What follows belongs to an exercise in optimizing a design on an open flow for small area and a short achievable clock period; a production flow would make more cautious choices. The RTL was checked by simulation tests, not by an equivalence proof against the original design.

==> flow/design.v, too long to show whole: its modules and the start of the top module <==
// module band_scale: 490 lines
// module eq_mix: 1809 lines
module eq_mix( lft_out, rht_out,
	       POT_LP, POT_B1, POT_B2, POT_B3, POT_HP, VOLUME,
	       lft_LP, rht_LP, lft_B1, rht_B1, lft_B2, rht_B2,
	       lft_B3, rht_B3, lft_HP, rht_HP, clk );
  // ...
==> flow/run.sh <==
#!/bin/bash
# synth_recipe.tcl (not shown) runs the flow's synth.tcl, then flattens the netlist and writes it again
# the make line also repeats each setting of config.mk as NAME=value (left out here)
make -C /OpenROAD-flow-scripts/flow DESIGN_CONFIG=/design/flow/config.mk WORK_HOME=/design/flow/orfs CLKGATE_MAP_FILE= SYNTH_SCRIPT=/design/flow/synth_recipe.tcl finish
==> flow/config.mk <==
export PLATFORM = sky130hd
export DESIGN_NAME = eq_mix
export DESIGN_NICKNAME = eq_mix
export VERILOG_FILES = /design/flow/design.v
export SDC_FILE = /design/flow/constraint.sdc
export NUM_CORES = 4
export LEC_CHECK = 0
export ABC_AREA = 1
export CAP_MARGIN = 20
export CORE_MARGIN = 2
export CORE_UTILIZATION = 45
export PLACE_DENSITY = 0.6
export SLEW_MARGIN = 20
==> flow/constraint.sdc <==
create_clock -name core_clock -period 12.0 [get_ports {clk}]
set_input_delay 2.4000 -clock core_clock [delete_from_list [all_inputs] [get_ports {clk}]]
set_output_delay 2.4000 -clock core_clock [all_outputs]
set_load 0.01 [all_outputs]
==> metrics.log, run 1 <==
[metrics] commonest cells after routing, fill and taps aside: 2279 x sky130_fd_sc_hd__inv_1, 1998 x sky130_fd_sc_hd__nand2_1, 923 x sky130_fd_sc_hd__fa_1
[metrics] outcome: no timing/DRC/antenna violations
[metrics] shortest clock period the worst path allows after layout: 11020 ps
[metrics] cell with the most instances on the worst path: sky130_fd_sc_hd__inv_1
[metrics] most instantiated cells after synthesis: 2280 x sky130_fd_sc_hd__inv_1, 1998 x sky130_fd_sc_hd__nand2_1, 923 x sky130_fd_sc_hd__fa_1, 649 x sky130_fd_sc_hd__o221ai_1, 563 x sky130_fd_sc_hd__ha_1
[metrics] Multi-Input Combinational: 6608
[metrics] flop-to-flop setup slack: between 2000 and 2500 ps
[metrics] routed wire length on met2: between 100 and 150 mm
[metrics] hold buffers post-CTS: 0
[metrics] # rows: 140
[metrics] non-clock buffer contribution to total cell area: 0.0491
[metrics] met2 global-route usage: 0.486
[metrics] CP Buf/Inv Count: 8
[metrics] xor/xnor share of the synthesized area: 0.0213
[metrics] DRC violation total after the first TritonRoute iteration: approximately 7300
[metrics] hold-critical path endpoint: rht_sb[17]$_DFF_P_
[metrics] proportion of register bits with asynchronous set or reset after synthesis: 0
[metrics] Logic inverters: around 2300
[metrics] pin count of the biggest net entering global routing: 32
[metrics] number of inserted filler cells in the final layout: about 15000
[metrics] Initial Utilization: 0.452
[metrics] list of cells traversed by the critical path: clkdlybuf4s50_1 > inv_1 > nor2_1 > clkinv_1 > o221ai_1 > inv_1 > fa_1 > fa_1 > fa_1 > inv_1 > ha_1 > inv_1 > nor3_1 > nand2_1 > inv_1 > nand3_1 > nand2_1 > xor2_1 > clkdlybuf4s50_1
[metrics] wire length on met3: ~21 mm
[metrics] Syn Nets: approximately 11000
[metrics] number of global-route vias before repair: 63483
[metrics] number of warnings printed during yosys synthesis: 1
[metrics] grt ovf: 0
[metrics] final hold slack: 1470 ps
[metrics] minimum setup slack after placement: around 1300 ps
[metrics] clock network share of area: 0.00838
==> run 2, diff against run 1 <==
==> flow/flow/run.sh (new file) <==
#!/bin/bash
# Standard ORFS layout, with one step added after synthesis: flow/polarity.py
# complements full adders (FA(~a,~b,~c) = ~FA(a,b,c)) to remove inverters that
# synthesis leaves around them.  Registers and the rest of the flow are untouched.
set -euo pipefail
R=orfs/results/${FLOW_PLATFORM}/eq_mix/base
bash standard.sh synth > synth.log 2>&1
cp $R/1_2_yosys.v $R/1_2_yosys.standard.v
python3 flow/polarity.py $R/1_2_yosys.standard.v $R/1_2_yosys.pol.v > polarity.log 2>&1
mv $R/1_2_yosys.pol.v $R/1_2_yosys.v
rm -f $R/1_synth.odb $R/1_synth.sdc
bash standard.sh finish > layout.log 2>&1
==> flow/flow/polarity.py (new file) <==
#!/usr/bin/env python3
"""Remove inverters around full adders in a mapped sky130hd netlist.

A full adder is self-dual: FA(~a, ~b, ~c) = (~sum, ~cout).  Synthesis leaves many
inverters between full adders and between full adders and the logic around them.
This script chooses, for each full adder, whether to complement all of its pins,
so that as few inverters as possible are needed, and rewrites the netlist.  The
logic function of every net that is not internal to this rewrite is unchanged.

usage: polarity.py IN.v OUT.v
"""
import re
import sys
from collections import defaultdict

INV_RE = re.compile(r'^sky130_fd_sc_hd__(clk)?inv_\d+$')
FA_RE = re.compile(r'^sky130_fd_sc_hd__fa_\d+$')
OUT_PINS = {'X', 'Y', 'Q', 'Q_N', 'SUM', 'COUT', 'HI', 'LO'}

src = open(sys.argv[1]).read()

inst_re = re.compile(r'^  (sky130_fd_sc_hd__\w+) (\\\S+ |\S+) ?\((.*?)\n  \);\n', re.S | re.M)
pin_re = re.compile(r'\.(\w+)\((.*?)\)(?:,|\s*$)', re.M)

cells = []          # [type, name, {pin: net}]
spans = []
for m in inst_re.finditer(src):
    pins = {}
    for pm in pin_re.finditer(m.group(3)):
        pins[pm.group(1)] = pm.group(2).strip()
    cells.append([m.group(1), m.group(2), pins])
    spans.append((m.start(), m.end()))

header = src[:spans[0][0]]
assert 'sky130_fd_sc_hd__' not in header.split('*/', 1)[-1], 'unparsed cell before the first one'
footer = src[spans[-1][1]:]
between = [src[spans[i][1]:spans[i + 1][0]] for i in range(len(spans) - 1)]
assert all(b.strip() == '' for b in between), 'unexpected text between cells'

# ports
port_nets = set()
for m in re.finditer(r'^\s*(input|output|inout)\s+(\[\d+:\d+\]\s+)?(\S+?)\s*;', header, re.M):
    name = m.group(3)
    if m.group(2):
        hi, lo = map(int, re.findall(r'\d+', m.group(2)))
        for i in range(min(hi, lo), max(hi, lo) + 1):
            port_nets.add(f'{name}[{i}]')
    else:
        port_nets.add(name)

driver = {}
loads = defaultdict(list)   # net -> [(cell index, pin)]
for ci, (typ, name, pins) in enumerate(cells):
    for p, n in pins.items():
        if p in OUT_PINS:
            driver[n] = (ci, p)
        else:
            loads[n].append((ci, p))

is_inv = [bool(INV_RE.match(c[0])) for c in cells]
is_fa = [bool(FA_RE.match(c[0])) for c in cells]


def base_of(net):
    """(base net, polarity): net == base ^ polarity, following inverter chains."""
    pol = 0
    seen = 0
    while net in driver and is_inv[driver[net][0]] and seen < 10:
        net = cells[driver[net][0]][2]['A']
        pol ^= 1
        seen += 1
    return net, pol


# inverters whose output is a port keep their output net; treat them as ordinary cells
fixed_inv = set()
for ci in range(len(cells)):
    if is_inv[ci] and cells[ci][2]['Y'] in port_nets:
        fixed_inv.add(ci)
        is_inv[ci] = False

# loads of every base signal: (cell, pin, polarity of the original connection)
base_loads = defaultdict(list)
for ci, (typ, name, pins) in enumerate(cells):
    if is_inv[ci]:
        continue
    for p, n in pins.items():
        if p in OUT_PINS:
            continue
        b, pol = base_of(n)
        base_loads[b].append((ci, p, pol))

# a base net that is a port, or driven by a fa output that is a port, stays as it is
locked = [False] * len(cells)
for n in port_nets:
    if n in driver and is_fa[driver[n][0]]:
        locked[driver[n][0]] = True

flip = [0] * len(cells)


def native(b):
    """Polarity of the physical driver output of base b relative to its original value."""
    if b in driver and is_fa[driver[b][0]]:
        return flip[driver[b][0]]
    return 0


def cost(b):
    nat = native(b)
    for ci, p, pol in base_loads[b]:
        req = pol ^ (flip[ci] if is_fa[ci] else 0)
        if req != nat:
            return 1
    return 0


def touched(ci):
    out = set()
    for p, n in cells[ci][2].items():
        if p in OUT_PINS:
            out.add(n)
        else:
            out.add(base_of(n)[0])
    return out


fa_list = [ci for ci in range(len(cells)) if is_fa[ci] and not locked[ci]]
before = sum(cost(b) for b in list(base_loads))
for it in range(30):
    changed = 0
    for ci in fa_list:
        bs = touched(ci)
        c0 = sum(cost(b) for b in bs)
        flip[ci] ^= 1
        c1 = sum(cost(b) for b in bs)
        if c1 < c0:
            changed += 1
        else:
            flip[ci] ^= 1
    if not changed:
        break
after = sum(cost(b) for b in list(base_loads))

# rewrite
new_cells = []
inv_of = {}
k = 0
extra_wires = []


def inverted(net):
    global k
    if net not in inv_of:
        k += 1
        out = f'_pol{k}_'
        extra_wires.append(out)
        new_cells.append(['sky130_fd_sc_hd__inv_1', f'_polinv{k}_', {'A': net, 'Y': out}])
        inv_of[net] = out
    return inv_of[net]


for ci, (typ, name, pins) in enumerate(cells):
    if is_inv[ci]:
        continue
    newpins = {}
    for p, n in pins.items():
        if p in OUT_PINS:
            newpins[p] = n
            continue
        b, pol = base_of(n)
        req = pol ^ (flip[ci] if is_fa[ci] else 0)
        newpins[p] = b if req == native(b) else inverted(b)
    new_cells.append([typ, name, newpins])

# a removed inverter's output net may still be a port: make sure every port is driven
drv_new = {}
for typ, name, pins in new_cells:
    for p, n in pins.items():
        if p in OUT_PINS:
            drv_new[n] = name
for n in port_nets:
    if n in driver and n not in drv_new:
        raise SystemExit(f'port {n} lost its driver')


def fmt(n):
    return n + ' ' if n.startswith('\\') else n


out = [header]
for typ, name, pins in new_cells:
    items = list(pins.items())
    body = ',\n'.join(f'    .{p}({fmt(n)})' for p, n in items)
    out.append(f'  {typ} {name}{"" if name.endswith(" ") else " "}(\n{body}\n  );\n')
out.append(footer)
text = ''.join(out)
decl = ''.join(f'  wire {w};\n' for w in extra_wires)
# put the new wire declarations before the first cell
first = text.index('  sky130_fd_sc_hd__')
text = text[:first] + decl + text[first:]
open(sys.argv[2], 'w').write(text)
n_inv_before = sum(1 for c in cells if INV_RE.match(c[0]))
n_inv_after = sum(1 for c in new_cells if INV_RE.match(c[0]))
print(f'polarity: {sum(flip)} of {len(fa_list)} full adders complemented; '
      f'inverters {n_inv_before} -> {n_inv_after} (bases needing one {before} -> {after})')
==> flow/standard.sh (new file) <==
#!/bin/bash
# synth_recipe.tcl (not shown) runs the flow's synth.tcl, then flattens the netlist and writes it again
# the make line also repeats each setting of config.mk as NAME=value (left out here)
make -C /OpenROAD-flow-scripts/flow DESIGN_CONFIG=/design/flow/config.mk WORK_HOME=/design/flow/orfs CLKGATE_MAP_FILE= SYNTH_SCRIPT=/design/flow/synth_recipe.tcl "${@:-finish}"
removed: flow/run.sh
==> run 2 against run 1 <==
Register-to-register slack better by 30 ps. Sequential share of layout area grew 0.20 points. Synthesized area fell by 5.2%. Maximum frequency increased by 3.2%. Clock skew is 4.3 ps higher. First-iteration DRC count up 2.7%. Die area shrank 5.1%.
==> metrics.log, run 2 <==
[metrics] shortest clock period the worst path allows after layout: 10680 ps (-339 ps)
[metrics] grt ovf: 0 (unchanged)
[metrics] # rows: 136 (-2.9%)
[metrics] mean post-synth cell area: 7.25 um2
[metrics] worst slew slack as a fraction of its limit: 0.213
[metrics] post-detailed-placement cell area: roughly 66000 um2
[metrics] number of global-route vias before repair: 61777 (-2.7%)
[metrics] final worst path period share: 0.890
[metrics] Syn Nets: 10379 (-8.0%)
[metrics] final count of hold timing violations: 0
[metrics] largest fanout on the critical path: 11
[metrics] transition time at the pin with the least slew margin: around 1200 ps
[metrics] number of warnings printed during yosys synthesis: 1 (unchanged)
[metrics] Detail Route Antenna Nets: 0
[metrics] kind of start point of the critical path: flip-flop
[metrics] I/O pin cnt: about 330
[metrics] Setup Viol. Count Final: 0
[metrics] Die Span X: approximately 380 um
[metrics] antenna violations before repair: 1
[metrics] clock latency on the worst-skew pair: around 560 ps
[metrics] clock tree from TritonCTS: done
[metrics] commonest cells after routing, fill and taps aside: 1998 x sky130_fd_sc_hd__nand2_1, 1433 x sky130_fd_sc_hd__inv_1, 923 x sky130_fd_sc_hd__fa_1
[metrics] maximum clock frequency: 93.6 MHz
[metrics] post-detailed-placement half-perimeter wirelength: between 150 and 200 mm
[metrics] detailed-router iteration count before antenna repair: 6
[metrics] DRC violation total after the first TritonRoute iteration: 7460 (+2.7%)
[metrics] Final GP Congestion: 0.963
[metrics] Die Ht: 376 um
[metrics] maximum count of clock buffers along a single path: 2
[metrics] number of inserted diodes: 0
[metrics] hold buffers post-CTS: 0 (unchanged)
[metrics] most common cell after layout, fill and taps aside: sky130_fd_sc_hd__nand2_1
[metrics] overall global routing resource usage: 0.321
[metrics] required time of the critical path: around 9600 ps
[metrics] total detailed-routing wirelength: around 230 mm
[metrics] wire length of the first global-routing pass: ~360 mm
[metrics] total negative setup slack: 0 ps
[metrics] Max Slew Vio Count: 0
[metrics] area enclosed by the die boundary: between 100000 and 150000 um2
[metrics] Finished Cell Area: 66900 um2
[metrics] root buffer cell: sky130_fd_sc_hd__clkbuf_16
[metrics] Placed Instances: between 10000 and 15000
[metrics] Final Instance Count excl. Fillers: between 10000 and 15000
[metrics] setup repair after global routing missed its margin: false
[metrics] average wire per standard cell: between 20 and 25 um
[metrics] Port Buf Inserts: around 260
[metrics] max-cap violation count: 0
[metrics] setup bufs post-CTS: 0
[metrics] clock transition at the registers of the reported paths: around 100 ps
[metrics] area inside the core boundary: 137000 um2
[metrics] layout cell share with drive strength beyond 1: 0.0280
[metrics] layout overhead on the synthesized area: 7.29%
[metrics] critical path start-end classification: flip-flop to output port
[metrics] worst hold path type: flip-flop to flip-flop
[metrics] remaining routing DRC violations: 0
[metrics] final hold slack: 1540 ps (+70.8 ps)
[metrics] Num Clock Sinks: roughly 130
[metrics] final-stage net count: a little over 10000
[metrics] number of CTS-inserted buffers: 17
[metrics] cell count after synthesis: 8600
[metrics] number of gates given a new drive strength after cts: 0
[metrics] vias per inst: approximately 6
[metrics] crit end category: output port
[metrics] Initial Utilization: 0.454 (+0.00126)
[metrics] setup skew after layout: between 30 and 40 ps
[metrics] pin count of the biggest net entering global routing: 32 (unchanged)
[metrics] routed via count: approximately 63000
[metrics] arrival time worst endpoint: between 8000 and 9000 ps
[metrics] Mapped Area: 62400 um2
[metrics] CTS H-Tree Depth: 4
[metrics] outcome: no timing/DRC/antenna violations
-- run 2: path summary, 6_finish.rpt --
path              cells past startpoint              start  slack [ps]            endpoint
setup / recovery                     24  rht_sb[2]$_DFF_P_        1320          rht_out[4]
hold reg to reg                       8   G_B3[11]$_DFF_P_        1540  lft_sb[17]$_DFF_P_
hold / removal                        8   G_B3[11]$_DFF_P_        1540  lft_sb[17]$_DFF_P_
setup reg to reg                     30    G_LP[8]$_DFF_P_        2350  rht_sb[14]$_DFF_P_
-- run 2: layout make-up --
| cell class | instances | area [um2] |
|---|---|---|
| clock buffer | 18 | 439 |
| clock inverter | 14 | 139 |
| fill | 13856 | 70600 |
| inverter | 1433 | 5380 |
| multi-input combinational | 6608 | 52600 |
| sequential | 132 | 2640 |
| tap | 1794 | 2240 |
| timing repair buffer | 368 | 3440 |
-- run 2: per-stage QoR --
step,worst slack [ps],utilization
floorplan,3230,-
global placement,1440,0.482
detailed placement,1350,0.482
CTS,1280,0.486
global route,813,0.487
finish,1320,0.487
-- run 2: worst max-delay path, cell delays in order, from the launching register on --
cell	delay (ps)
sky130_fd_sc_hd__dfxtp_1	460
sky130_fd_sc_hd__fa_1	490
sky130_fd_sc_hd__fa_1	470
sky130_fd_sc_hd__ha_1	310
sky130_fd_sc_hd__or2_2	330
sky130_fd_sc_hd__nand3_1	100
sky130_fd_sc_hd__nand2_1	170
sky130_fd_sc_hd__fa_1	420
sky130_fd_sc_hd__xnor2_1	730
sky130_fd_sc_hd__o22ai_1	130
sky130_fd_sc_hd__a21oi_1	250
sky130_fd_sc_hd__fa_1	470
sky130_fd_sc_hd__fa_1	490
sky130_fd_sc_hd__fa_1	510
sky130_fd_sc_hd__inv_1	40
sky130_fd_sc_hd__ha_1	310
sky130_fd_sc_hd__a21o_1	180
sky130_fd_sc_hd__a21oi_1	170
sky130_fd_sc_hd__nor2_1	60
sky130_fd_sc_hd__a211oi_1	170
sky130_fd_sc_hd__nand2_1	310
sky130_fd_sc_hd__inv_1	160
sky130_fd_sc_hd__fa_1	420
sky130_fd_sc_hd__inv_1	60
sky130_fd_sc_hd__clkdlybuf4s50_1	550
-- run 2: layer usage --
layer / routed length [um] / vias to the layer above / global-route usage
met3: 21100 / 592 / 0.0569
met2: 103000 / 3449 / 0.512
li1: - / 28907 / -
met5: 13 / - / 0.00103
met1: 96400 / 30232 / 0.436
met4: 9100 / 2 / 0.117
==> run 3, diff against run 2 <==
--- a/flow/config.mk
+++ b/flow/config.mk
@@ -10,4 +10,5 @@
 export CORE_MARGIN = 2
 export CORE_UTILIZATION = 45
 export PLACE_DENSITY = 0.6
+export SETUP_SLACK_MARGIN = 3.0
 export SLEW_MARGIN = 20
==> run 3 against run 2 <==
Maximum frequency up 17%. Final area grew 4.2%. Worst setup slack better by 1500 ps. Still clean.
==> metrics.log, run 3 <==
[metrics] Finished Cell Area: 69700 um2 (+4.2%)
[metrics] total detailed-routing wirelength: 234 mm (+2.0%)
[metrics] final-stage net count: 10452 (+1.1%)
[metrics] I/O pin cnt: 325 (unchanged)
[metrics] arrival time worst endpoint: 6740 ps (-1540 ps)
[metrics] antenna violations before repair: 1 (unchanged)
[metrics] setup slack after layout: 2860 ps (+1540 ps)
[metrics] mean post-synth cell area: 7.25 um2 (unchanged)
[metrics] Max Slew Vio Count: 0 (unchanged)
[metrics] final count of hold timing violations: 0 (unchanged)
[metrics] final hold slack: 1580 ps (+40.1 ps)
[metrics] minimum setup slack after placement: 1350 ps (unchanged)
[metrics] post-detailed-placement cell area: 66300 um2 (unchanged)
[metrics] shortest clock period the worst path allows after layout: 9140 ps (-1540 ps)
[metrics] Port Buf Inserts: 264 (unchanged)
[metrics] total negative setup slack: 0 ps (unchanged)
[metrics] maximum count of clock buffers along a single path: 2 (unchanged)
[metrics] required time of the critical path: 9600 ps (about the same)
[metrics] critical path start-end classification: input pin to output port
[metrics] routed via count: 64053 (+1.4%)
[metrics] transition time at the pin with the least slew margin: 1160 ps (-16.8 ps)
[metrics] area of the multi-input gates: 54500 um2 (+3.5%)
[metrics] area enclosed by the die boundary: 142000 um2 (unchanged)
[metrics] worst hold path type: flip-flop to flip-flop
[metrics] worst slew slack as a fraction of its limit: 0.226 (+0.0130)
[metrics] largest fanout on the critical path: 5 (-6)
[metrics] layout overhead on the synthesized area: 11.8%
[metrics] cell count after synthesis: 8600 (unchanged)
[metrics] average wire per standard cell: 22.3 um (+0.93%)
[metrics] vias per inst: 6.11 (+0.29%)
[metrics] clock latency on the worst-skew pair: 560 ps (about the same)
[metrics] maximum clock frequency: 109 MHz (+17%)
[metrics] Detail Route Antenna Nets: 0 (unchanged)
[metrics] Final GP Congestion: 0.963 (unchanged)
[metrics] outcome: no timing/DRC/antenna violations
[metrics] setup repair after global routing missed its margin: true
[metrics] overall global routing resource usage: 0.326 (+0.00445)
[metrics] layout cell share with drive strength beyond 1: 0.0931 (+0.0651)
[metrics] final worst path period share: 0.762 (-0.128)
[metrics] Hold Crit Depth: 8 (unchanged)
[metrics] Mapped Area: 62400 um2 (unchanged)
[metrics] remaining routing DRC violations: 0 (unchanged)
[metrics] Die Ht: 376 um (unchanged)
[metrics] Sequential Area: 2770 um2 (+5.0%)
[metrics] pin count of the biggest net entering global routing: 32 (unchanged)
[metrics] root buffer cell: sky130_fd_sc_hd__clkbuf_16
[metrics] number of inserted filler cells in the final layout: 13615 (-1.7%)
[metrics] clock transition at the registers of the reported paths: 100 ps (about the same)
[metrics] number of CTS-inserted buffers: 17 (unchanged)
[metrics] DRC violation total after the first TritonRoute iteration: 8083 (+8.4%)
[metrics] area inside the core boundary: 137000 um2 (unchanged)
[metrics] most common cell after layout, fill and taps aside: sky130_fd_sc_hd__nand2_1
[metrics] grt ovf: 0 (unchanged)
[metrics] kind of start point of the critical path: input pin
[metrics] Num Clock Sinks: 132 (unchanged)
[metrics] clock tree from TritonCTS: done
[metrics] depth of the worst register-to-register path: 38 (+27%)
[metrics] wire length of the first global-routing pass: 362 mm (+1.4%)
[metrics] Die Span X: 376 um (unchanged)
[metrics] number of warnings printed during yosys synthesis: 1 (unchanged)
[metrics] setup skew after layout: 30.1 ps (-0.511 ps)
[metrics] detailed-router iteration count before antenna repair: 6 (unchanged)
[metrics] number of inserted diodes: 0 (unchanged)
[metrics] crit end category: output port
[metrics] number of global-route vias before repair: 62868 (+1.8%)
[metrics] # rows: 136 (unchanged)
[metrics] post-detailed-placement half-perimeter wirelength: 181 mm (unchanged)
[metrics] max-cap violation count: 0 (unchanged)
[metrics] CTS H-Tree Depth: 4 (unchanged)
[metrics] Initial Utilization: 0.454 (unchanged)
[metrics] Syn Nets: 10379 (unchanged)
[metrics] commonest cells after routing, fill and taps aside: 1916 x sky130_fd_sc_hd__nand2_1, 1368 x sky130_fd_sc_hd__inv_1, 896 x sky130_fd_sc_hd__fa_1
[metrics] Setup Viol. Count Final: 0 (unchanged)
==> run 3: critical path: stages <==
cell and delay (ps):
sky130_fd_sc_hd__dlygate4sd2_1 390, sky130_fd_sc_hd__inv_1 140, sky130_fd_sc_hd__nor2_4 200, sky130_fd_sc_hd__clkinvlp_4 130, sky130_fd_sc_hd__buf_4 170, sky130_fd_sc_hd__o22ai_1 160, sky130_fd_sc_hd__a21oi_1 90, sky130_fd_sc_hd__fa_1 470
sky130_fd_sc_hd__fa_1 490, sky130_fd_sc_hd__fa_1 520, sky130_fd_sc_hd__inv_1 60, sky130_fd_sc_hd__ha_4 290, sky130_fd_sc_hd__nand2_1 60, sky130_fd_sc_hd__nor2_2 120, sky130_fd_sc_hd__nand3_1 110, sky130_fd_sc_hd__nand2_2 140
sky130_fd_sc_hd__inv_1 60, sky130_fd_sc_hd__fa_1 370, sky130_fd_sc_hd__xnor2_1 170, sky130_fd_sc_hd__buf_2 170
==> run 3: path summary, 6_finish.rpt <==
kind | start | endpoint | slack (ps)
setup / recovery | VOLUME[11] | rht_out[5] | 2860
hold / removal | G_B3[11]$_DFF_P_ | lft_sb[17]$_DFF_P_ | 1580
setup reg to reg | G_B1[0]$_DFF_P_ | lft_sb[11]$_DFF_P_ | 3510
hold reg to reg | G_B3[11]$_DFF_P_ | lft_sb[17]$_DFF_P_ | 1580
==> run 3: cell type report <==
| cell class | count | area share |
|---|---|---|
| clock inverter | 14 | 0.00199 |
| timing repair inverter | 3 | 0.000323 |
| multi-input combinational | 6611 | 0.782 |
| tap | 1794 | 0.0322 |
| sequential | 132 | 0.0398 |
| timing repair buffer | 475 | 0.0598 |
| clock buffer | 18 | 0.00630 |
| inverter | 1433 | 0.0780 |
==> run 3: what timing repair did <==
item                       4_1_cts  5_1_grt
gates resized for setup        432      285
pin swaps                       99      114
hold endpoints to repair         0        0
setup buffers                   69       36
cloned                           6        2
hold buffers                     0        0
setup endpoints to repair       92       96
==> run 3: routing by layer <==
metal / global-route usage / part of all wire / vias up
met4: 0.123 / 0.043 / 2
met2: 0.520 / 0.45 / 3592
li1: - / - / 29136
met1: 0.439 / 0.41 / 30637
met3: 0.0592 / 0.095 / 686
met5: 0.00103 / 0.000056 / -
==> run 3: stage by stage <==
step	instances	util
floorplan	8600	-
global placement	10335	0.482
detailed placement	10335	0.482
CTS	10442	0.498
global route	10480	0.507
finish	10480	0.507
==> run 4, diff against run 3 <==
--- a/flow/flow/polarity.py
+++ b/flow/flow/polarity.py
@@ -172,6 +172,61 @@
         req = pol ^ (flip[ci] if is_fa[ci] else 0)
         newpins[p] = b if req == native(b) else inverted(b)
     new_cells.append([typ, name, newpins])
+
+# absorb an inverter into the gate driving it when the inverter is that gate's only load
+TWIN = {
+    'nand2_1': 'and2_1', 'nor2_1': 'or2_1', 'a21oi_1': 'a21o_1', 'o21ai_0': 'o21a_1',
+    'o21ai_1': 'o21a_1', 'o221ai_1': 'o221a_1', 'xnor2_1': 'xor2_1', 'xor2_1': 'xnor2_1',
+    'a221oi_1': 'a221o_1', 'nand3_1': 'and3_1', 'o22ai_1': 'o22a_1', 'a31oi_1': 'a31o_1',
+    'o211ai_1': 'o211a_1', 'o21bai_1': 'o21ba_1', 'nand4_1': 'and4_1', 'a22oi_1': 'a22o_1',
+    'nor3_1': 'or3_1', 'a211oi_1': 'a211o_1', 'a21boi_0': 'a21bo_1', 'nand2b_1': 'and2b_1',
+    'nor2b_1': 'or2b_1',
+}
+P = 'sky130_fd_sc_hd__'
+nload = defaultdict(int)
+drv_i = {}
+for i, (typ, name, pins) in enumerate(new_cells):
+    for p, n in pins.items():
+        if p in OUT_PINS:
+            drv_i[n] = i
+        else:
+            nload[n] += 1
+dead = set()
+modified = set()
+absorbed = 0
+for i, (typ, name, pins) in enumerate(new_cells):
+    if not INV_RE.match(typ):
+        continue
+    a, y = pins['A'], pins['Y']
+    if a not in drv_i or nload[a] != 1 or a in port_nets:
+        continue
+    j = drv_i[a]
+    if j in dead or j in modified:
+        continue
+    modified.add(j)
+    dt, dn, dp = new_cells[j]
+    short = dt[len(P):]
+    if short in TWIN:
+        outp = 'Y' if 'Y' in dp else 'X'
+        # output pin of the twin: X for the non-inverting ones, Y for xnor2
+        twin = TWIN[short]
+        np = {p: n for p, n in dp.items() if p != outp}
+        np['Y' if twin == 'xnor2_1' else 'X'] = y
+        new_cells[j] = [P + twin, dn, np]
+        dead.add(i)
+        absorbed += 1
+    elif short == 'ha_1':
+        if dp.get('SUM') == a:
+            g1 = [P + 'xnor2_1', dn, {'A': dp['A'], 'B': dp['B'], 'Y': y}]
+            g2 = [P + 'and2_1', dn.rstrip() + '_c' + (' ' if dn.endswith(' ') else ''), {'A': dp['A'], 'B': dp['B'], 'X': dp['COUT']}]
+        else:
+            g1 = [P + 'xor2_1', dn, {'A': dp['A'], 'B': dp['B'], 'X': dp['SUM']}]
+            g2 = [P + 'nand2_1', dn.rstrip() + '_c' + (' ' if dn.endswith(' ') else ''), {'A': dp['A'], 'B': dp['B'], 'Y': y}]
+        new_cells[j] = g1
+        new_cells.append(g2)
+        dead.add(i)
+        absorbed += 1
+new_cells = [c for i, c in enumerate(new_cells) if i not in dead]
 
 # a removed inverter's output net may still be a port: make sure every port is driven
 drv_new = {}
@@ -203,4 +258,5 @@
 n_inv_before = sum(1 for c in cells if INV_RE.match(c[0]))
 n_inv_after = sum(1 for c in new_cells if INV_RE.match(c[0]))
 print(f'polarity: {sum(flip)} of {len(fa_list)} full adders complemented; '
-      f'inverters {n_inv_before} -> {n_inv_after} (bases needing one {before} -> {after})')
+      f'inverters {n_inv_before} -> {n_inv_after} (bases needing one {before} -> {after}); '
+      f'{absorbed} absorbed into the gate driving them')
--- a/flow/config.mk
+++ b/flow/config.mk
@@ -8,7 +8,7 @@
 export ABC_AREA = 1
 export CAP_MARGIN = 20
 export CORE_MARGIN = 2
-export CORE_UTILIZATION = 45
-export PLACE_DENSITY = 0.6
+export CORE_UTILIZATION = 55
+export PLACE_DENSITY = 0.7
 export SETUP_SLACK_MARGIN = 3.0
 export SLEW_MARGIN = 20
==> run 4 against run 3 <==
Worst hold slack worse by 92 ps. Via count is 1.2% lower. Count of clock-buffer cells in the layout stayed put. Clock skew is 2.1 ps higher. Sequential share of layout area hardly changed. First-iteration DRC count is 8.2% higher.
==> metrics.log, run 4 <==
[metrics] outcome: no timing/DRC/antenna violations
[metrics] crit end category: output port
[metrics] layout cell share with drive strength beyond 1: 0.104 (+0.0104)
[metrics] maximum count of clock buffers along a single path: 2 (unchanged)
[metrics] cell with the most instances on the worst path: sky130_fd_sc_hd__fa_2
[metrics] required time of the critical path: 9600 ps (about the same)
[metrics] wire length of the first global-routing pass: 347 mm (-4.2%)
[metrics] average wire per standard cell: 23.1 um (+3.5%)
[metrics] root buffer cell: sky130_fd_sc_hd__clkbuf_16
[metrics] grt ovf: 0 (unchanged)
[metrics] largest fanout on the critical path: 8 (+3)
[metrics] Max Slew Vio Count: 0 (unchanged)
[metrics] I/O pin cnt: 325 (unchanged)
[metrics] Sequential Area: 2750 um2 (-0.72%)
[metrics] worst hold path type: flip-flop to flip-flop
[metrics] Syn Nets: 9836 (-5.2%)
[metrics] final-stage net count: 9951 (-4.8%)
[metrics] number of inserted filler cells in the final layout: 10016 (-26%)
[metrics] most common cell after layout, fill and taps aside: sky130_fd_sc_hd__nand2_1
[metrics] area of the multi-input gates: 55600 um2 (+2.0%)
[metrics] maximum clock frequency: 108 MHz (-1.7%)
[metrics] CP peak stage delay: 570 ps (+50 ps)
[metrics] layout overhead on the synthesized area: 12.1%
[metrics] number of global-route vias before repair: 60898 (-3.1%)
[metrics] transition time at the pin with the least slew margin: 1180 ps (+24.8 ps)
[metrics] number of warnings printed during yosys synthesis: 1 (unchanged)
[metrics] Num Clock Sinks: 132 (unchanged)
[metrics] number of CTS-inserted buffers: 17 (unchanged)
[metrics] remaining routing DRC violations: 0 (unchanged)
[metrics] post-detailed-placement half-perimeter wirelength: 172 mm (-4.8%)
[metrics] # rows: 122 (-10%)
[metrics] Die Span X: 338 um (-10%)
[metrics] setup skew after layout: 32.2 ps (+2.07 ps)
[metrics] detailed-router iteration count before antenna repair: 9 (+3)
[metrics] Die Ht: 338 um (-10%)
[metrics] shortest clock period the worst path allows after layout: 9300 ps (+156 ps)
[metrics] Detail Route Antenna Nets: 0 (unchanged)
[metrics] clock transition at the registers of the reported paths: 80 ps (-20 ps)
[metrics] total detailed-routing wirelength: 225 mm (-3.7%)
[metrics] clock latency on the worst-skew pair: 540 ps (-20 ps)
[metrics] final count of hold timing violations: 0 (unchanged)
[metrics] vias per inst: 6.49 (+6.2%)
[metrics] overall global routing resource usage: 0.389 (+0.0632)
[metrics] routed via count: 63293 (-1.2%)
[metrics] CTS H-Tree Depth: 4 (unchanged)
[metrics] Mapped Area: 61400 um2 (-1.6%)
[metrics] area inside the core boundary: 111000 um2 (-20%)
[metrics] final worst path period share: 0.775 (+0.0130)
[metrics] minimum setup slack after placement: 1330 ps (-12.0 ps)
[metrics] arrival time worst endpoint: 6900 ps (+160 ps)
[metrics] Setup Viol. Count Final: 0 (unchanged)
[metrics] DRC violation total after the first TritonRoute iteration: 8743 (+8.2%)
[metrics] commonest cells after routing, fill and taps aside: 1816 x sky130_fd_sc_hd__nand2_1, 899 x sky130_fd_sc_hd__fa_1, 830 x sky130_fd_sc_hd__inv_1
[metrics] Critical-path top delay cell: sky130_fd_sc_hd__fa_1
[metrics] hold buffers post-CTS: 0 (unchanged)
[metrics] total negative setup slack: 0 ps (unchanged)
[metrics] critical path start-end classification: flip-flop to output port
[metrics] pin count of the biggest net entering global routing: 32 (unchanged)
[metrics] Initial Utilization: 0.555 (+0.101)
[metrics] Port Buf Inserts: 264 (unchanged)
[metrics] list of cells traversed by the critical path: fa_1 > fa_2 > xor2_4 > nand2_1 > nand2_1 > a21oi_4 > nand2_4 > fa_2 > clkinvlp_4 > o221a_1 > fa_2 > fa_2 > fa_2 > inv_2 > ha_4 > and2_4 > nand2_4 > nor2_4 > nand3_2 > nand2_4 > inv_2 > fa_2 > xnor2_2 > buf_6
[metrics] max-cap violation count: 0 (unchanged)
[metrics] clock tree from TritonCTS: done
[metrics] Final GP Congestion: 1.03 (+7.1%)
[metrics] kind of start point of the critical path: flip-flop
[metrics] setup slack after layout: 2700 ps (-156 ps)
[metrics] cell count after synthesis: 8130 (-5.5%)
[metrics] mean post-synth cell area: 7.55 um2 (+4.1%)
[metrics] worst slew slack as a fraction of its limit: 0.210 (-0.0164)
[metrics] area enclosed by the die boundary: 114000 um2 (-19%)
[metrics] setup repair after global routing missed its margin: true
[metrics] antenna violations before repair: 1 (unchanged)
-- run 4: stage by stage --
stage / instances / cell area [um2] / utilization / hold WS [ps]
3_3_place_gp: 9581 / 65100 / 0.588 / 1440
4_1_cts: 9711 / 67700 / 0.611 / 1510
5_1_grt: 9747 / 68800 / 0.622 / 1600
2_1_floorplan: 8130 / 61400 / - / 1110
6_report: 9748 / 68800 / 0.622 / 1490
3_5_place_dp: 9581 / 65100 / 0.588 / 1460
-- run 4: what timing repair did --
action / in CTS / in global routing
endpoints found under the setup margin: 88 / 94
cloned: 5 / 3
setup buffers: 93 / 32
pin swaps: 133 / 112
resized for setup: 448 / 266
-- run 4: final cells by class --
cell class / count / share of cell area
clock buffer: 18 / 0.00624
antenna: 2 / 0.0000727
clock inverter: 14 / 0.00207
sequential: 132 / 0.0400
multi-input combinational: 6683 / 0.808
inverter: 890 / 0.0495
timing repair buffer: 516 / 0.0664
tap: 1488 / 0.0271
timing repair inverter: 5 / 0.000509
-- run 4: critical path, delay by kind of cell, from the launching register on --
family,cells,cell delay [ps]
buffers and inverters,4,430
and+or+nand+nor,8,880
xor gates and xnor gates,2,390
adders and majority gates,8,3800
AOI/OAI and AO/OA,2,510
DFF,1,360
-- run 4: routing by layer --
| metal | share of wire | vias to the layer above | track usage |
|---|---|---|---|
| met4 | 0.049 | 0 | 0.165 |
| met5 | 0 | - | 0 |
| met3 | 0.12 | 722 | 0.0872 |
| li1 | - | 28290 | - |
| met2 | 0.43 | 4218 | 0.584 |
| met1 | 0.41 | 30063 | 0.540 |
-- run 4: path summary, 6_finish.rpt --
kind                            slack [ps]  cells after the start            endpoint         startpoint
worst max-delay path                  2700                     24          rht_out[5]  rht_sb[6]$_DFF_P_
worst min-delay path                  1490                      7   lft_sb[0]$_DFF_P_   G_B1[11]$_DFF_P_
worst max register to register        3380                     26  lft_sb[11]$_DFF_P_   G_B2[10]$_DFF_P_
worst min register to register        1490                      7   lft_sb[0]$_DFF_P_   G_B1[11]$_DFF_P_
==> run 5, diff against run 4 <==
==> flow/flow/run.sh (replaced) <==
#!/bin/bash
# Standard ORFS layout, with one step added after synthesis: flow/polarity.py
# complements full adders (FA(~a,~b,~c) = ~FA(a,b,c)) to remove inverters that
# synthesis leaves around them, and folds inverters into the gates next to them.
# Registers and the rest of the flow are untouched.
set -euo pipefail
R=orfs/results/${FLOW_PLATFORM}/eq_mix/base
bash standard.sh synth > synth.log 2>&1
cp $R/1_2_yosys.v $R/1_2_yosys.standard.v
python3 flow/polarity.py $R/1_2_yosys.standard.v $R/1_2_yosys.pol.v > polarity.log 2>&1
mv $R/1_2_yosys.pol.v $R/1_2_yosys.v
rm -f $R/1_synth.odb $R/1_synth.sdc
# port buffers: a plain buf_4 instead of the delay buffer buffer_ports picks by default
bash standard.sh finish "BUFFER_PORTS_ARGS=-buffer_cell sky130_fd_sc_hd__buf_4" > layout.log 2>&1
--- a/flow/flow/polarity.py
+++ b/flow/flow/polarity.py
@@ -172,6 +172,34 @@
         req = pol ^ (flip[ci] if is_fa[ci] else 0)
         newpins[p] = b if req == native(b) else inverted(b)
     new_cells.append([typ, name, newpins])
+
+# a half adder whose two inputs both come through inverters: a^b == ~a^~b and
+# a&b == ~(~a|~b), so use xor2 and nor2 on the inverters' inputs instead
+inv_in = {}
+for typ, name, pins in new_cells:
+    if INV_RE.match(typ):
+        inv_in[pins['Y']] = pins['A']
+ha_swapped = 0
+extra = []
+for i, (typ, name, pins) in enumerate(new_cells):
+    if typ != 'sky130_fd_sc_hd__ha_1':
+        continue
+    a, b = pins['A'], pins['B']
+    if a in inv_in and b in inv_in and a not in port_nets and b not in port_nets:
+        na, nb = inv_in[a], inv_in[b]
+        new_cells[i] = ['sky130_fd_sc_hd__xor2_1', name, {'A': na, 'B': nb, 'X': pins['SUM']}]
+        if 'COUT' in pins:
+            cname = name.rstrip() + '_n' + (' ' if name.endswith(' ') else '')
+            extra.append(['sky130_fd_sc_hd__nor2_1', cname, {'A': na, 'B': nb, 'Y': pins['COUT']}])
+        ha_swapped += 1
+new_cells += extra
+# drop inverters left without loads
+used = defaultdict(int)
+for typ, name, pins in new_cells:
+    for p, n in pins.items():
+        if p not in OUT_PINS:
+            used[n] += 1
+new_cells = [c for c in new_cells if not (INV_RE.match(c[0]) and used[c[2]['Y']] == 0 and c[2]['Y'] not in port_nets)]
 
 # absorb an inverter into the gate driving it when the inverter is that gate's only load
 TWIN = {
@@ -259,4 +287,5 @@
 n_inv_after = sum(1 for c in new_cells if INV_RE.match(c[0]))
 print(f'polarity: {sum(flip)} of {len(fa_list)} full adders complemented; '
       f'inverters {n_inv_before} -> {n_inv_after} (bases needing one {before} -> {after}); '
-      f'{absorbed} absorbed into the gate driving them')
+      f'{absorbed} absorbed into the gate driving them; {ha_swapped} half adders fed by inverters '
+      'rebuilt as xor2+nor2')
--- a/flow/config.mk
+++ b/flow/config.mk
@@ -8,7 +8,7 @@
 export ABC_AREA = 1
 export CAP_MARGIN = 20
 export CORE_MARGIN = 2
-export CORE_UTILIZATION = 55
-export PLACE_DENSITY = 0.7
-export SETUP_SLACK_MARGIN = 3.0
+export CORE_UTILIZATION = 45
+export PLACE_DENSITY = 0.6
+export SETUP_SLACK_MARGIN = 2.8
 export SLEW_MARGIN = 20
==> run 5 against run 4 <==
Worst setup slack improved by 85 ps. Register-to-register slack got worse by 70 ps. Flip-flop and latch count did not move. Core utilization fell by 12 points. Global-route usage fell by 7.1 points. Final area fell by 1.9%. Clock skew fell by 7.4 ps. Count of clock-buffer cells in the layout did not move. Die area rose by 22%. Cell count rose by 2.1%.
==> metrics.log, run 5 <==
[metrics] worst hold path type: flip-flop to flip-flop
[metrics] overall global routing resource usage: 0.318 (-0.0708)
[metrics] outcome: no timing/DRC/antenna violations
[metrics] setup skew after layout: 24.8 ps (-7.41 ps)
[metrics] shortest clock period the worst path allows after layout: 9210 ps (-85.4 ps)
[metrics] Port Buf Inserts: 264 (unchanged)
[metrics] cell count after synthesis: 8104 (-0.32%)
[metrics] max-cap violation count: 0 (unchanged)
[metrics] worst slew slack as a fraction of its limit: 0.241 (+0.0309)
[metrics] maximum count of clock buffers along a single path: 2 (unchanged)
[metrics] routed via count: 62008 (-2.0%)
[metrics] most common cell after layout, fill and taps aside: sky130_fd_sc_hd__nand2_1
[metrics] wire length of the first global-routing pass: 350 mm (+0.84%)
[metrics] Max Slew Vio Count: 0 (unchanged)
[metrics] final-stage net count: 9845 (-1.1%)
[metrics] Mapped Area: 61200 um2 (-0.31%)
[metrics] number of warnings printed during yosys synthesis: 1 (unchanged)
[metrics] CP peak stage delay: 620 ps (+50 ps)
[metrics] largest fanout on the critical path: 6 (-2)
[metrics] CP Buf/Inv Count: 2 (-2)
[metrics] root buffer cell: sky130_fd_sc_hd__clkbuf_16
[metrics] depth of the worst register-to-register path: 33 (+27%)
[metrics] average wire per standard cell: 22.8 um (-1.5%)
[metrics] final count of hold timing violations: 0 (unchanged)
[metrics] antenna violations before repair: 2 (+1)
[metrics] kind of start point of the critical path: flip-flop
[metrics] Num Clock Sinks: 132 (unchanged)
[metrics] clock transition at the registers of the reported paths: 70 ps (about the same)
[metrics] total negative setup slack: 0 ps (unchanged)
[metrics] mean post-synth cell area: 7.55 um2 (about the same)
[metrics] Final Instance Count excl. Fillers: 9956 (+2.1%)
[metrics] cell count along the critical path: 23 (-4.2%)
[metrics] # rows: 135 (+11%)
[metrics] CP endpoint: rht_out[14]
[metrics] list of cells traversed by the critical path: fa_1 > fa_2 > xor2_4 > nand2_1 > nor3_2 > nand2_2 > nand2_2 > fa_2 > inv_2 > o221a_1 > fa_2 > fa_1 > fa_2 > nor2_1 > a21o_1 > a21oi_2 > o21bai_4 > a21oi_2 > o21ai_4 > a21oi_2 > nand2_1 > xor2_2 > buf_4
[metrics] grt ovf: 0 (unchanged)
[metrics] setup repair after global routing missed its margin: true
[metrics] critical path start-end classification: flip-flop to output port
[metrics] Crit Reg-Reg Startpoint: G_LP[1]$_DFF_P_
[metrics] commonest cells after routing, fill and taps aside: 1858 x sky130_fd_sc_hd__nand2_1, 898 x sky130_fd_sc_hd__fa_1, 822 x sky130_fd_sc_hd__inv_1
[metrics] area inside the core boundary: 135000 um2 (+22%)
[metrics] remaining routing DRC violations: 0 (unchanged)
[metrics] arrival time worst endpoint: 6810 ps (-90 ps)
[metrics] start point of the critical path: rht_sa[12]$_DFF_P_
[metrics] vias per inst: 6.23 (-4.1%)
[metrics] Initial Utilization: 0.453 (-0.102)
[metrics] pin count of the biggest net entering global routing: 33 (+3.1%)
[metrics] final cell utilization of the core: 0.499 (-0.122)
[metrics] final hold slack: 1490 ps (-0.950 ps)
[metrics] final worst path period share: 0.768 (-0.00712)
[metrics] Placed Instances: 9838 (+2.7%)
[metrics] layout overhead on the synthesized area: 10.3%
[metrics] Setup Viol. Count Final: 0 (unchanged)
[metrics] I/O pin cnt: 325 (unchanged)
[metrics] cell with the most instances on the worst path: sky130_fd_sc_hd__fa_2
[metrics] Syn Nets: 9788 (-0.49%)
[metrics] number of CTS-inserted buffers: 17 (unchanged)
[metrics] detailed-router iteration count before antenna repair: 7 (-2)
[metrics] RR Endpoint: lft_sb[5]$_DFF_P_
[metrics] Final GP Congestion: 1.00 (-2.9%)
[metrics] required time of the critical path: 9600 ps (about the same)
[metrics] crit end category: output port
[metrics] clock latency on the worst-skew pair: 540 ps (about the same)
[metrics] flop-to-flop setup slack: 3310 ps (-70 ps)
[metrics] transition time at the pin with the least slew margin: 1140 ps (-46.6 ps)
[metrics] clock tree from TritonCTS: done
[metrics] number of global-route vias before repair: 59398 (-2.5%)
[metrics] Critical-path top delay cell: sky130_fd_sc_hd__fa_2
[metrics] layout cell share with drive strength beyond 1: 0.109 (+0.00573)
[metrics] post-detailed-placement half-perimeter wirelength: 177 mm (+2.7%)
[metrics] Die Ht: 373 um (+10%)
[metrics] area enclosed by the die boundary: 139000 um2 (+22%)
[metrics] DRC violation total after the first TritonRoute iteration: 7920 (-9.4%)
[metrics] Die Span X: 373 um (+10%)
[metrics] maximum clock frequency: 109 MHz (+0.93%)
[metrics] cell family with most CP delay: adder cells
[metrics] Detail Route Antenna Nets: 0 (unchanged)
[metrics] CTS H-Tree Depth: 4 (unchanged)
[metrics] total detailed-routing wirelength: 227 mm (+0.56%)
-- run 5: worst min-delay path by stage --
| stage | from | to | slack, ps | cells past startpoint |
|---|---|---|---|---|
| 6_report | G_B3[11]$_DFF_P_ | rht_sb[17]$_DFF_P_ | 1490 | 7 |
| 5_1_grt | G_HP[11]$_DFF_P_ | lft_sb[17]$_DFF_P_ | 1560 | 8 |
| 4_1_cts | G_HP[11]$_DFF_P_ | lft_sb[17]$_DFF_P_ | 1480 | 8 |
| 3_5_place_dp | G_HP[11]$_DFF_P_ | lft_sb[17]$_DFF_P_ | 1470 | 8 |
| 3_3_place_gp | G_HP[11]$_DFF_P_ | lft_sb[17]$_DFF_P_ | 1440 | 8 |
| 2_1_floorplan | G_B3[11]$_DFF_P_ | rht_sb[17]$_DFF_P_ | 1090 | 7 |
-- run 5: timing repair --
item,4_1_cts,5_1_grt
cloned,3,0
setup endpoints to repair,32,87
pin swaps,41,102
buffers inserted,22,57
hold buffers,0,0
gates resized for setup,167,207
-- run 5: cell type report --
class                           instances  area (um2)
Timing Repair Buffer                  462        3610
Clock buffer                           18         429
Sequential cell                       132        2760
Antenna cell                            2        5.00
Timing Repair inverter                  2        15.0
Fill cell                           13268       67600
Multi-Input combinational cell       6704       55100
Clock inverter                         13         173
Inverter                              842        3190
Tap cell                             1781        2230
-- run 5: tightest hold or removal path, stage by stage, from the launching register on --
cell	delay, ps
sky130_fd_sc_hd__dfxtp_1	470
sky130_fd_sc_hd__o21ai_0	240
sky130_fd_sc_hd__ha_1	140
sky130_fd_sc_hd__nor3_1	60
sky130_fd_sc_hd__nand2_1	60
sky130_fd_sc_hd__nand2_1	40
sky130_fd_sc_hd__nand2_1	280
sky130_fd_sc_hd__nor2_1	120
-- run 5: per-stage QoR --
| step | setup slack, ps | area [um2] |
|---|---|---|
| final | 2790 | 67500 |
| after detailed placement | 2280 | 64600 |
| after floorplan | 3230 | 61200 |
| after CTS | 2730 | 66200 |
| after global placement | 2330 | 64600 |
| after global routing | 2520 | 67500 |
-- run 5: per-layer routing --
metal  up-vias  global-route usage  part of all wire
met5         -                   0                 0
met1     29856               0.455              0.43
met3       493              0.0476             0.095
met2      3570               0.489              0.44
met4         0               0.112             0.038
li1      28089                   -                 -
==> run 6, diff against run 5 <==
--- a/flow/flow/run.sh
+++ b/flow/flow/run.sh
@@ -10,5 +10,5 @@
 python3 flow/polarity.py $R/1_2_yosys.standard.v $R/1_2_yosys.pol.v > polarity.log 2>&1
 mv $R/1_2_yosys.pol.v $R/1_2_yosys.v
 rm -f $R/1_synth.odb $R/1_synth.sdc
-# port buffers: a plain buf_4 instead of the delay buffer buffer_ports picks by default
-bash standard.sh finish "BUFFER_PORTS_ARGS=-buffer_cell sky130_fd_sc_hd__buf_4" > layout.log 2>&1
+# port buffers: a plain buf_2 instead of the delay buffer buffer_ports picks by default
+bash standard.sh finish "BUFFER_PORTS_ARGS=-buffer_cell sky130_fd_sc_hd__buf_2" > layout.log 2>&1
==> run 6 against run 5 <==
Clock skew down 5.2 ps. Final area decreased by 1.1%. Synthesized area is the same. Worst hold slack lost 43 ps. Cell count rose by 0.10%.
==> metrics.log, run 6 <==
[metrics] outcome: no timing/DRC/antenna violations
[metrics] arrival time worst endpoint: 6820 ps (about the same)
[metrics] number of CTS-inserted buffers: 17 (unchanged)
[metrics] maximum count of clock buffers along a single path: 2 (unchanged)
[metrics] setup repair after global routing missed its margin: true
[metrics] total negative setup slack: 0 ps (unchanged)
[metrics] Final GP Congestion: 0.986 (-1.5%)
[metrics] Setup Viol. Count Final: 0 (unchanged)
[metrics] Syn Nets: 9788 (unchanged)
[metrics] Initial Utilization: 0.453 (unchanged)
[metrics] area enclosed by the die boundary: 139000 um2 (unchanged)
[metrics] largest fanout on the critical path: 16 (+10)
[metrics] final-stage net count: 9852 (+0.071%)
[metrics] max-cap violation count: 0 (unchanged)
[metrics] Die Ht: 373 um (unchanged)
[metrics] Sequential Area: 2740 um2 (-0.73%)
[metrics] setup skew after layout: 19.5 ps (-5.24 ps)
[metrics] Num Clock Sinks: 132 (unchanged)
[metrics] final cell utilization of the core: 0.494 (-0.00567)
[metrics] final hold slack: 1450 ps (-42.7 ps)
[metrics] pin count of the biggest net entering global routing: 33 (unchanged)
[metrics] area inside the core boundary: 135000 um2 (unchanged)
[metrics] worst slew slack as a fraction of its limit: 0.216 (-0.0248)
[metrics] shortest clock period the worst path allows after layout: 9220 ps (+6.55 ps)
[metrics] worst hold path type: flip-flop to flip-flop
[metrics] clock transition at the registers of the reported paths: 70 ps (about the same)
[metrics] layout cell share with drive strength beyond 1: 0.110 (+0.000871)
[metrics] average wire per standard cell: 22.8 um (+0.18%)
[metrics] antenna violations before repair: 5 (+3)
[metrics] layout overhead on the synthesized area: 9.06%
[metrics] required time of the critical path: 9600 ps (about the same)
[metrics] clock tree from TritonCTS: done
[metrics] maximum clock frequency: 108 MHz (about the same)
[metrics] final worst path period share: 0.768 (about the same)
[metrics] number of warnings printed during yosys synthesis: 1 (unchanged)
[metrics] Die Span X: 373 um (unchanged)
[metrics] post-detailed-placement half-perimeter wirelength: 176 mm (-0.15%)
[metrics] critical path start-end classification: input pin to output port
[metrics] cell count after synthesis: 8104 (unchanged)
[metrics] mean post-synth cell area: 7.55 um2 (unchanged)
[metrics] crit end category: output port
[metrics] wire length of the first global-routing pass: 351 mm (+0.17%)
[metrics] CTS H-Tree Depth: 4 (unchanged)
[metrics] number of global-route vias before repair: 59848 (+0.76%)
[metrics] vias per inst: 6.22 (-0.13%)
[metrics] # rows: 135 (unchanged)
[metrics] most common cell after layout, fill and taps aside: sky130_fd_sc_hd__nand2_1
[metrics] number of inserted filler cells in the final layout: 13333 (+0.49%)
[metrics] Max Slew Vio Count: 0 (unchanged)
[metrics] final count of hold timing violations: 0 (unchanged)
[metrics] routed via count: 61991 (-0.027%)
[metrics] transition time at the pin with the least slew margin: 1180 ps (+37.2 ps)
[metrics] total detailed-routing wirelength: 227 mm (+0.28%)
[metrics] DRC violation total after the first TritonRoute iteration: 7489 (-5.4%)
[metrics] I/O pin cnt: 325 (unchanged)
[metrics] detailed-router iteration count before antenna repair: 7 (unchanged)
[metrics] commonest cells after routing, fill and taps aside: 1858 x sky130_fd_sc_hd__nand2_1, 898 x sky130_fd_sc_hd__fa_1, 817 x sky130_fd_sc_hd__inv_1
[metrics] Detail Route Antenna Nets: 0 (unchanged)
[metrics] Mapped Area: 61200 um2 (unchanged)
[metrics] grt ovf: 0 (unchanged)
[metrics] area of the multi-input gates: 55000 um2 (-0.11%)
[metrics] overall global routing resource usage: 0.318 (about the same)
[metrics] Port Buf Inserts: 264 (unchanged)
[metrics] root buffer cell: sky130_fd_sc_hd__clkbuf_16
[metrics] remaining routing DRC violations: 0 (unchanged)
[metrics] kind of start point of the critical path: input pin
[metrics] clock latency on the worst-skew pair: 530 ps (about the same)
==> run 6: cell count changes in the layout (fill, tap and decap cells not counted), sizes merged <==
cell / previous run / this run
buf: 462 / 469
bufinv: 3 / 1
clkbuf: 18 / 20
clkinv: 6 / 4
clkinvlp: 9 / 13
diode: 2 / 4
nand2: 1935 / 1934
==> run 6: per-layer routing <==
| layer | GRT usage | up-vias | share of wire |
|---|---|---|---|
| met4 | 0.109 | 0 | 0.037 |
| li1 | - | 28096 | - |
| met2 | 0.490 | 3517 | 0.44 |
| met5 | 0 | - | 0 |
| met3 | 0.0549 | 527 | 0.10 |
| met1 | 0.450 | 29851 | 0.42 |
==> run 6: worst max-delay path, stage by stage <==
cell and delay, ps:
sky130_fd_sc_hd__buf_2 110, sky130_fd_sc_hd__inv_1 70, sky130_fd_sc_hd__nor2_1 140, sky130_fd_sc_hd__buf_6 170, sky130_fd_sc_hd__inv_1 140, sky130_fd_sc_hd__buf_4 260, sky130_fd_sc_hd__o22ai_1 190, sky130_fd_sc_hd__a21oi_1 110
sky130_fd_sc_hd__fa_2 460, sky130_fd_sc_hd__fa_1 540, sky130_fd_sc_hd__fa_1 460, sky130_fd_sc_hd__xor2_2 210, sky130_fd_sc_hd__a21o_1 220, sky130_fd_sc_hd__a21oi_2 170, sky130_fd_sc_hd__nor2_1 70, sky130_fd_sc_hd__a211oi_2 260
sky130_fd_sc_hd__nand2_4 130, sky130_fd_sc_hd__buf_6 160, sky130_fd_sc_hd__nand3_1 70, sky130_fd_sc_hd__nand2_2 70, sky130_fd_sc_hd__xor2_2 220, sky130_fd_sc_hd__buf_2 180
==> run 6: path summary, 6_finish.rpt <==
path                            slack (ps)        startpoint  cells after the start            endpoint
worst min-delay path                  1450  G_B3[11]$_DFF_P_                      8  lft_sb[17]$_DFF_P_
worst max-delay path                  2780         VOLUME[7]                     22          rht_out[7]
worst min register to register        1450  G_B3[11]$_DFF_P_                      8  lft_sb[17]$_DFF_P_
worst max register to register        3160  G_B2[10]$_DFF_P_                     26   lft_sb[5]$_DFF_P_
==> run 6: cell type report <==
class | count | area share
Antenna cell | 4 | 0.000150
Multi-Input combinational cell | 6703 | 0.825
Tap cell | 1781 | 0.0334
Timing Repair Buffer | 469 | 0.0438
Timing Repair inverter | 3 | 0.000338
Sequential cell | 132 | 0.0410
Inverter | 842 | 0.0479
Clock inverter | 12 | 0.00174
Clock buffer | 20 | 0.00699
==> run 6: what timing repair did <==
| item | in CTS | in global routing |
|---|---|---|
| hold buffers | 0 | 0 |
| cloned | 3 | 1 |
| setup endpoints to repair | 62 | 88 |
| setup buffers | 24 | 58 |
| pin swaps | 55 | 123 |
| resized for setup | 158 | 207 |
==> run 6: through the flow <==
step	setup WS (ps)	instance area [um2]	std cells
floorplan	3230	61200	8104
global placement	2010	64000	9844
detailed placement	1980	64000	9844
CTS	2770	65400	9903
global route	2550	66700	9966
finish	2780	66700	9966
==> run 7, diff against run 6 <==
--- a/flow/config.mk
+++ b/flow/config.mk
@@ -10,5 +10,5 @@
 export CORE_MARGIN = 2
 export CORE_UTILIZATION = 45
 export PLACE_DENSITY = 0.6
-export SETUP_SLACK_MARGIN = 2.8
+export SETUP_SLACK_MARGIN = 2.5
 export SLEW_MARGIN = 20
==> run 7 against run 6 <==
Critical path depth down 4. Via count down 0.18%. Clock skew about the same. Worst hold slack better by 9.7 ps. Critical path type unchanged. Largest cell class unchanged.
==> metrics.log, run 7 <==
[metrics] final cell utilization of the core: 0.487 (-0.00695)
[metrics] pin count of the biggest net entering global routing: 33 (unchanged)
[metrics] number of global-route vias before repair: 59645 (-0.34%)
[metrics] final hold slack: 1460 ps (+9.71 ps)
[metrics] worst hold path type: flip-flop to flip-flop
[metrics] Syn Nets: 9788 (unchanged)
[metrics] Setup Viol. Count Final: 0 (unchanged)
[metrics] most common cell after layout, fill and taps aside: sky130_fd_sc_hd__nand2_1
[metrics] Initial Utilization: 0.453 (unchanged)
[metrics] required time of the critical path: 9600 ps (about the same)
[metrics] outcome: no timing/DRC/antenna violations
[metrics] number of warnings printed during yosys synthesis: 1 (unchanged)
[metrics] layout overhead on the synthesized area: 7.52%
[metrics] Placed Instances: 9844 (unchanged)
[metrics] setup skew after layout: 19.6 ps (+0.0532 ps)
[metrics] grt ovf: 0 (unchanged)
[metrics] root buffer cell: sky130_fd_sc_hd__clkbuf_16
[metrics] final-stage net count: 9811 (-0.42%)
[metrics] overall global routing resource usage: 0.317 (-0.00117)
[metrics] Die Span X: 373 um (unchanged)
[metrics] I/O pin cnt: 325 (unchanged)
[metrics] Port Buf Inserts: 264 (unchanged)
[metrics] post-detailed-placement half-perimeter wirelength: 176 mm (unchanged)
[metrics] list of cells traversed by the critical path: buf_2 > nor2_1 > buf_4 > clkinvlp_2 > o22ai_1 > a21oi_1 > fa_1 > fa_1 > fa_1 > xor2_2 > inv_1 > nor3_4 > nand2_1 > inv_1 > nand3_1 > nand2_1 > xor2_1 > buf_2
[metrics] final worst path period share: 0.779 (+0.0106)
[metrics] Detail Route Antenna Nets: 0 (unchanged)
[metrics] CP peak stage delay: 710 ps (+170 ps)
[metrics] critical path start-end classification: input pin to output port
[metrics] total detailed-routing wirelength: 226 mm (-0.52%)
[metrics] hold buffers post-CTS: 0 (unchanged)
[metrics] cell count after synthesis: 8104 (unchanged)
[metrics] maximum clock frequency: 107 MHz (-1.4%)
[metrics] transition time at the pin with the least slew margin: 1160 ps (-14.0 ps)
[metrics] layout cell share with drive strength beyond 1: 0.0909 (-0.0192)
[metrics] routed via count: 61881 (-0.18%)
[metrics] mean post-synth cell area: 7.55 um2 (unchanged)
[metrics] arrival time worst endpoint: 6950 ps (+130 ps)
[metrics] DRC violation total after the first TritonRoute iteration: 7467 (-0.29%)
[metrics] post-detailed-placement cell area: 64000 um2 (unchanged)
[metrics] area enclosed by the die boundary: 139000 um2 (unchanged)
[metrics] vias per inst: 6.23 (+0.23%)
[metrics] number of CTS-inserted buffers: 17 (unchanged)
[metrics] maximum count of clock buffers along a single path: 2 (unchanged)
[metrics] # rows: 135 (unchanged)
[metrics] Critical-path top delay cell: sky130_fd_sc_hd__clkinvlp_2
[metrics] largest fanout on the critical path: 17 (+1)
[metrics] antenna violations before repair: 5 (unchanged)
[metrics] Die Ht: 373 um (unchanged)
[metrics] Final GP Congestion: 0.986 (unchanged)
[metrics] average wire per standard cell: 22.8 um (-0.11%)
[metrics] clock tree from TritonCTS: done
[metrics] cell with the most instances on the worst path: sky130_fd_sc_hd__fa_1
[metrics] wire length of the first global-routing pass: 349 mm (-0.40%)
[metrics] final count of hold timing violations: 0 (unchanged)
[metrics] shortest clock period the worst path allows after layout: 9350 ps (+127 ps)
[metrics] clock transition at the registers of the reported paths: 60 ps (about the same)
[metrics] Finished Cell Area: 65800 um2 (-1.4%)
[metrics] Mapped Area: 61200 um2 (unchanged)
[metrics] remaining routing DRC violations: 0 (unchanged)
[metrics] crit end category: output port
[metrics] kind of start point of the critical path: input pin
[metrics] Num Clock Sinks: 132 (unchanged)
[metrics] Final Instance Count excl. Fillers: 9925 (-0.41%)
[metrics] CTS H-Tree Depth: 4 (unchanged)
[metrics] total negative setup slack: 0 ps (unchanged)
[metrics] detailed-router iteration count before antenna repair: 13 (+6)
[metrics] worst slew slack as a fraction of its limit: 0.225 (+0.00932)
[metrics] clock latency on the worst-skew pair: 520 ps (about the same)
[metrics] commonest cells after routing, fill and taps aside: 1882 x sky130_fd_sc_hd__nand2_1, 908 x sky130_fd_sc_hd__fa_1, 832 x sky130_fd_sc_hd__inv_1
[metrics] area inside the core boundary: 135000 um2 (unchanged)
[metrics] max-cap violation count: 0 (unchanged)
[metrics] setup repair after global routing missed its margin: true
[metrics] Max Slew Vio Count: 0 (unchanged)
[run 7: worst max-delay path, delay by kind of cell]
kind	cells	cell delay [ps]
xor gates and xnor gates	2	330
adders and majority gates	3	1490
AOI/OAI and AO/OA	2	480
buffers and inverters	6	1560
and+or+nand+nor	5	670
[run 7: final timing paths]
kind              cells past startpoint                  to  slack, ps             start
setup reg to reg                     36   lft_sb[5]$_DFF_P_       2930   G_B2[1]$_DFF_P_
hold reg to reg                       8  lft_sb[17]$_DFF_P_       1460  G_B3[11]$_DFF_P_
hold / removal                        8  lft_sb[17]$_DFF_P_       1460  G_B3[11]$_DFF_P_
setup / recovery                     18         lft_out[14]       2650         VOLUME[8]
[run 7: area by class of cell]
type                    instances  area (um2)
fillers                     13445       69300
repair inverters                3        20.0
multi-input cells            6703       54500
repair buffers                428        2570
well taps                    1781        2230
diodes                          4        10.0
clock buffers                  20         467
clock inverters                12         116
flip-flops and latches        132        2700
inverters                     842        3190
[run 7: per-stage QoR]
| stage | setup slack (ps) |
|---|---|
| after floorplan | 3230 |
| after global placement | 2010 |
| after detailed placement | 1980 |
| after CTS | 2480 |
| after global routing | 2450 |
| final | 2650 |
[run 7: timing repair]
item                       4_1_cts  5_1_grt
cloned                           2        1
buffers inserted                 5       37
setup endpoints to repair       24       87
pin swaps                        6       52
resized for setup               60      145
[run 7: layer usage]
metal	global-route usage	routed length, um	up-vias
met5	0	0	-
met4	0.106	7920	0
met3	0.0543	23100	522
met2	0.488	99200	3617
met1	0.450	96000	29694
li1	-	-	28048

what the ideal ports hide:
How much do the figures lean on ideal ports? The routed layouts below were timed once more, with nothing changed but the port constraints. Step 1, drivers: a clkbuf_16 drives clk and a buf_2 each remaining input, both assumed. Step 2 times the ports against the registers' clock, not the clock port: input delays grow and output delays shrink by t, the midpoint of the rising clock arrivals with the driver on. a / b / c = ideal / step 1 / step 2; a / b = the first two.
| run | shift t [ns] | setup WS [ns] | worst register clock-pin slew, ns | worst data-port slew with drivers (ns) | cell pins on the clock port's net |
|---|---|---|---|---|---|
| run 1 | 0.587 | 0.978 / 0.941 / 0.941 | 0.09 / 0.09 | 0.05 | 1 |
| run 2 | 0.626 | 1.317 / 1.232 / 1.298 | 0.10 / 0.10 | 0.10 | 1 |
| run 3 | 0.627 | 2.856 / 2.796 / 2.703 | 0.10 / 0.10 | 0.09 | 1 |
| run 4 | 0.593 | 2.700 / 2.631 / 2.692 | 0.09 / 0.09 | 0.11 | 1 |
| run 5 | 0.599 | 2.786 / 2.717 / 2.714 | 0.08 / 0.08 | 0.12 | 1 |
| run 6 | 0.579 | 2.779 / 2.735 / 2.744 | 0.08 / 0.08 | 0.12 | 1 |
| run 7 | 0.578 | 2.652 / 2.628 / 2.628 | 0.08 / 0.08 | 0.12 | 1 |
After both steps every run listed still meets setup and hold. The setup slack of run 3, which loses most, moves by -0.060 ns with the drivers and by -0.153 ns with both steps.
